Background: an optimization exercise with open tools, aiming at small area, a short achievable clock period and few clock cycles per item. Do not read the settings as production practice. At most, simulation tests tie the RTL to the original design; equivalence was not proved.

==> flow/design.v (excerpt) <==
module matrixMultiplier(input st, rst, clk, input [7:0] data_in, output done, output [7:0] dataout);
For scale: about 760 cells after synthesis, roughly 240 flip-flops, roughly 20 I/O pins, ~0.0089 mm^2 of cells after synthesis.
==> flow/config.mk <==
export PLATFORM = sky130hd
export DESIGN_NAME = matrixMultiplier
export DESIGN_NICKNAME = matrixMultiplier
export VERILOG_FILES = /design/flow/design.v
export SDC_FILE = /design/flow/constraint.sdc
export NUM_CORES = 4
export LEC_CHECK = 0
export ABC_CLOCK_PERIOD_IN_PS = 3000
export CAP_MARGIN = 20
export CORE_MARGIN = 2
export CORE_UTILIZATION = 40
export CTS_BUF_LIST = sky130_fd_sc_hd__clkbuf_16
export CTS_CLUSTER_DIAMETER = 100
export CTS_CLUSTER_SIZE = 30
export SLEW_MARGIN = 20
==> flow/constraint.sdc <==
create_clock -name core_clock -period 10.0 [get_ports {clk}]
set_input_delay 2.0000 -clock core_clock [delete_from_list [all_inputs] [get_ports {clk}]]
set_output_delay 2.0000 -clock core_clock [all_outputs]
set_load 0.01 [all_outputs]
standard.sh (not shown) runs the stock make flow with config.mk's settings and CLKGATE_MAP_FILE= SYNTH_SCRIPT=/design/flow/synth_recipe.tcl, a recipe that flattens the netlist after the stock synthesis.
==> flow/flow/run.sh <==
#!/bin/bash
# Own layout flow: the standard ORFS flow (standard.sh, unchanged synthesis),
# with the port buffers made of sky130_fd_sc_hd__buf_2 instead of the default
# delay-cell buffers and a larger setup-repair margin.  Every make step writes
# its own log under orfs/logs/; make's own output goes to standard.log.
set -euo pipefail
export BUFFER_PORTS_ARGS="-buffer_cell sky130_fd_sc_hd__buf_2"
export SETUP_SLACK_MARGIN=7.0
bash standard.sh > standard.log 2>&1
The baseline completed with no timing, DRC or antenna violations.
Testbench counts at the start, summed over its fixed seeds: cycles 7,680, items 160.
==> next run, changes <==
==> flow/run.sh (new file) <==
#!/bin/bash
# synth_recipe.tcl (not shown) runs the flow's synth.tcl, then flattens the netlist and writes it again
# the make line also repeats each setting of config.mk as NAME=value (left out here)
make -C /OpenROAD-flow-scripts/flow DESIGN_CONFIG=/design/flow/config.mk WORK_HOME=/design/flow/orfs CLKGATE_MAP_FILE= SYNTH_SCRIPT=/design/flow/synth_recipe.tcl finish
Settings changed: CTS_BUF_LIST sky130_fd_sc_hd__clkbuf_16 to not set, CTS_CLUSTER_DIAMETER 100 to not set, CTS_CLUSTER_SIZE 30 to not set, SETUP_SLACK_MARGIN set to 5.
removed: flow/flow/run.sh
removed: flow/standard.sh
Result: The new run finished with timing, DRC and antenna clean; cell area rises by 4.4%; fmax falls by 11%; wire length rises by 2.0%; register-to-register slack gets worse by 0.40 ns; die area is unchanged; setup slack gets worse by 0.38 ns.
==> next run, changes <==
==> flow/flow/run.sh (new file) <==
#!/bin/bash
# Own layout flow: the standard ORFS flow (standard.sh, unchanged synthesis),
# with the port buffers made of sky130_fd_sc_hd__buf_2 instead of the default
# delay-cell buffers and a larger setup-repair margin.  Every make step writes
# its own log under orfs/logs/; make's own output goes to standard.log.
set -euo pipefail
export BUFFER_PORTS_ARGS="-buffer_cell sky130_fd_sc_hd__buf_2"
export SETUP_SLACK_MARGIN=6.6
bash standard.sh > standard.log 2>&1
==> flow/standard.sh (new file) <==
#!/bin/bash
# synth_recipe.tcl (not shown) runs the flow's synth.tcl, then flattens the netlist and writes it again
# the make line also repeats each setting of config.mk as NAME=value (left out here)
make -C /OpenROAD-flow-scripts/flow DESIGN_CONFIG=/design/flow/config.mk WORK_HOME=/design/flow/orfs CLKGATE_MAP_FILE= SYNTH_SCRIPT=/design/flow/synth_recipe.tcl "${@:-finish}"
Settings changed: CTS_BUF_LIST set to sky130_fd_sc_hd__clkbuf_8, CTS_CLUSTER_DIAMETER set to 50, CTS_CLUSTER_SIZE set to 16, SETUP_SLACK_MARGIN 5 to not set.
removed: flow/run.sh
Result:
- The new run ran to the end with no violations
- worst hold slack got worse by 0.0087 ns
- register-to-register slack gains 0.13 ns
- core utilization drops by 1.9 points
- count of clock-buffer cells in the layout shrinks by 8
- critical path depth increases by 6
- routed wire length is about the same
==> next run, changes <==
==> flow/run.sh (new file) <==
#!/bin/bash
# synth_recipe.tcl (not shown) runs the flow's synth.tcl, then flattens the netlist and writes it again
# the make line also repeats each setting of config.mk as NAME=value (left out here)
make -C /OpenROAD-flow-scripts/flow DESIGN_CONFIG=/design/flow/config.mk WORK_HOME=/design/flow/orfs CLKGATE_MAP_FILE= SYNTH_SCRIPT=/design/flow/synth_recipe.tcl finish
Settings changed: CTS_BUF_LIST sky130_fd_sc_hd__clkbuf_8 to sky130_fd_sc_hd__clkbuf_4 sky130_fd_sc_hd__clkbuf_8 sky130_fd_sc_hd__clkbuf_16, CTS_CLUSTER_DIAMETER 50 to 60, CTS_CLUSTER_SIZE 16 to 20, SETUP_SLACK_MARGIN set to 5.
removed: flow/flow/run.sh
removed: flow/standard.sh
After rerunning:
- cell count came out lower by 0.84%
- hold slack gets better by 0.016 ns
- setup slack degrades by 0.14 ns
- via count went down by about 1.4%

========
Setup of run A:
Another version of the RTL of matrixMultiplier (not shown whole).
For scale: ~640 cells after synthesis, roughly 20 I/O pins, ~0.0083 mm² of cells after synthesis.
Settings: LEC_CHECK=0, ABC_CLOCK_PERIOD_IN_PS=3000, CAP_MARGIN=20, CORE_MARGIN=2, CORE_UTILIZATION=40, CTS_BUF_LIST=sky130_fd_sc_hd__clkbuf_8, CTS_CLUSTER_DIAMETER=50, CTS_CLUSTER_SIZE=16, SLEW_MARGIN=20; clock period 10.0 ns.
==> flow/flow/run.sh <==
#!/bin/bash
# Own layout flow: the standard ORFS flow (standard.sh, unchanged synthesis),
# with the port buffers made of sky130_fd_sc_hd__buf_2 instead of the default
# delay-cell buffers and a larger setup-repair margin.  Every make step writes
# its own log under orfs/logs/; make's own output goes to standard.log.
set -euo pipefail
export BUFFER_PORTS_ARGS="-buffer_cell sky130_fd_sc_hd__buf_2"
export SETUP_SLACK_MARGIN=7.0
bash standard.sh > standard.log 2>&1
Run A closes out successfully: all stages finished, all timing, DRC and antenna checks passed.
> inputs changed (run A -> run B)
# run A
export LEC_CHECK = 0
export ABC_CLOCK_PERIOD_IN_PS = 3000
export CAP_MARGIN = 20
export CORE_MARGIN = 2
export CORE_UTILIZATION = 40
export CTS_BUF_LIST = sky130_fd_sc_hd__clkbuf_8
export CTS_CLUSTER_DIAMETER = 50
export CTS_CLUSTER_SIZE = 16
export SLEW_MARGIN = 20
create_clock -name core_clock -period 10.0 [get_ports {clk}]
# run B
export LEC_CHECK = 0
export ABC_CLOCK_PERIOD_IN_PS = 3000
export CAP_MARGIN = 20
export CORE_MARGIN = 2
export CORE_UTILIZATION = 60
export CTS_BUF_LIST = sky130_fd_sc_hd__clkbuf_16
export CTS_CLUSTER_DIAMETER = 100
export CTS_CLUSTER_SIZE = 30
export SLEW_MARGIN = 20
create_clock -name core_clock -period 10.0 [get_ports {clk}]
==> results.txt <==
Compared with run A, via-per-instance ratio in run B increased by more than 10%.
[run B] part of the cycle the worst path needs fell 0.50 points relative to run A
Compare run B and run A | total of plain and repair buffers excluding clock buffers higher: run B
| number of gates resized after cts | higher: run A |
Per the comparison of run B with run A, final core utilization moved up.
In the reports for run B and run A, the larger time the final worst path needs with I/O delays and setup belongs to run A.
For run C, these inputs were changed with respect to run B:
# run B
export LEC_CHECK = 0
export ABC_CLOCK_PERIOD_IN_PS = 3000
export CAP_MARGIN = 20
export CORE_MARGIN = 2
export CORE_UTILIZATION = 60
export CTS_BUF_LIST = sky130_fd_sc_hd__clkbuf_16
export CTS_CLUSTER_DIAMETER = 100
export CTS_CLUSTER_SIZE = 30
export SLEW_MARGIN = 20
create_clock -name core_clock -period 10.0 [get_ports {clk}]
# run C
export LEC_CHECK = 0
export ABC_CLOCK_PERIOD_IN_PS = 3000
export CAP_MARGIN = 20
export CORE_MARGIN = 2
export CORE_UTILIZATION = 40
export CTS_BUF_LIST = sky130_fd_sc_hd__clkbuf_16
export CTS_CLUSTER_DIAMETER = 100
export CTS_CLUSTER_SIZE = 30
export SLEW_MARGIN = 20
create_clock -name core_clock -period 10.0 [get_ports {clk}]
-- flow/flow/run.sh --
<<< run B, line 8
export SETUP_SLACK_MARGIN=7.0
>>> run C, line 8
export SETUP_SLACK_MARGIN=7.3
==> comparison <==
Compared with run B, run C shows area added between synthesis and finish higher by 3.1 points.
Sort run B and run C by wire length of the first global-routing pass, ascending, and run B comes first.
Per the comparison of run C with run B, via count went down, cell area increased 2.9%.
#### Input delta (run D over run C)
-- flow/flow/run.sh --
<<< run C, line 8
export SETUP_SLACK_MARGIN=7.3
>>> run D, line 8
export SETUP_SLACK_MARGIN=7.0
[summary]
- In terms of final worst setup slack, run C and run D differ only marginally.
- Row growth of design area from synthesis to finish: run D lower / run C higher
- Changes observed in run D relative to run C: global routing met2 resource utilization dropped 0.35 points; worst reg-to-reg path cell count ~0 delta.
- On DRC marker count from the first detailed-route iteration, the lower figure sits with run C, not run D.
No functional check of the RTL was part of any run of this note.

[afterwards: timing with drivers on the ports]
How much do the figures lean on ideal ports? The routed layouts below were timed once more, with nothing changed but the port constraints. Step 1: set_driving_cell puts a clkbuf_16 on clk and a buf_2 on each other input, an assumption about the parent block. Step 2 times the ports against the registers' clock, not the clock port: input delays grow and output delays shrink by t, the midpoint of the rising clock arrivals with the driver on. Slacks: ideal ports / drivers / drivers and shift; pairs: ideal ports / drivers.
run | shift t [ns] | setup WS [ns] | hold slack, ns | clock arrival spread, ns | cell pins on the clock port's net
the first run of note 1 | 0.511 | 7.023 / 6.984 / 7.056 | 0.302 / 0.302 / 0.302 | 0.024 / 0.024 | 1
the second run of note 1 | 0.558 | 6.642 / 6.601 / 6.662 | 0.320 / 0.320 / 0.320 | 0.009 / 0.008 | 1
the third run of note 1 | 0.578 | 6.791 / 6.791 / 6.791 | 0.312 / 0.312 / 0.312 | 0.047 / 0.047 | 1
the fourth run of note 1 | 0.540 | 6.652 / 6.619 / 6.652 | 0.327 / 0.327 / 0.327 | 0.027 / 0.027 | 1
run A | 0.549 | 6.980 / 6.944 / 7.090 | 0.331 / 0.331 / 0.331 | 0.029 / 0.029 | 1
run B | 0.497 | 7.029 / 6.991 / 7.104 | 0.303 / 0.303 / 0.303 | 0.029 / 0.029 | 1
run C | 0.518 | 7.034 / 6.991 / 7.094 | 0.325 / 0.325 / 0.325 | 0.024 / 0.023 | 1
run D | 0.518 | 7.034 / 6.991 / 7.095 | 0.325 / 0.325 / 0.325 | 0.024 / 0.025 | 1
After both steps every run listed still meets setup and hold.
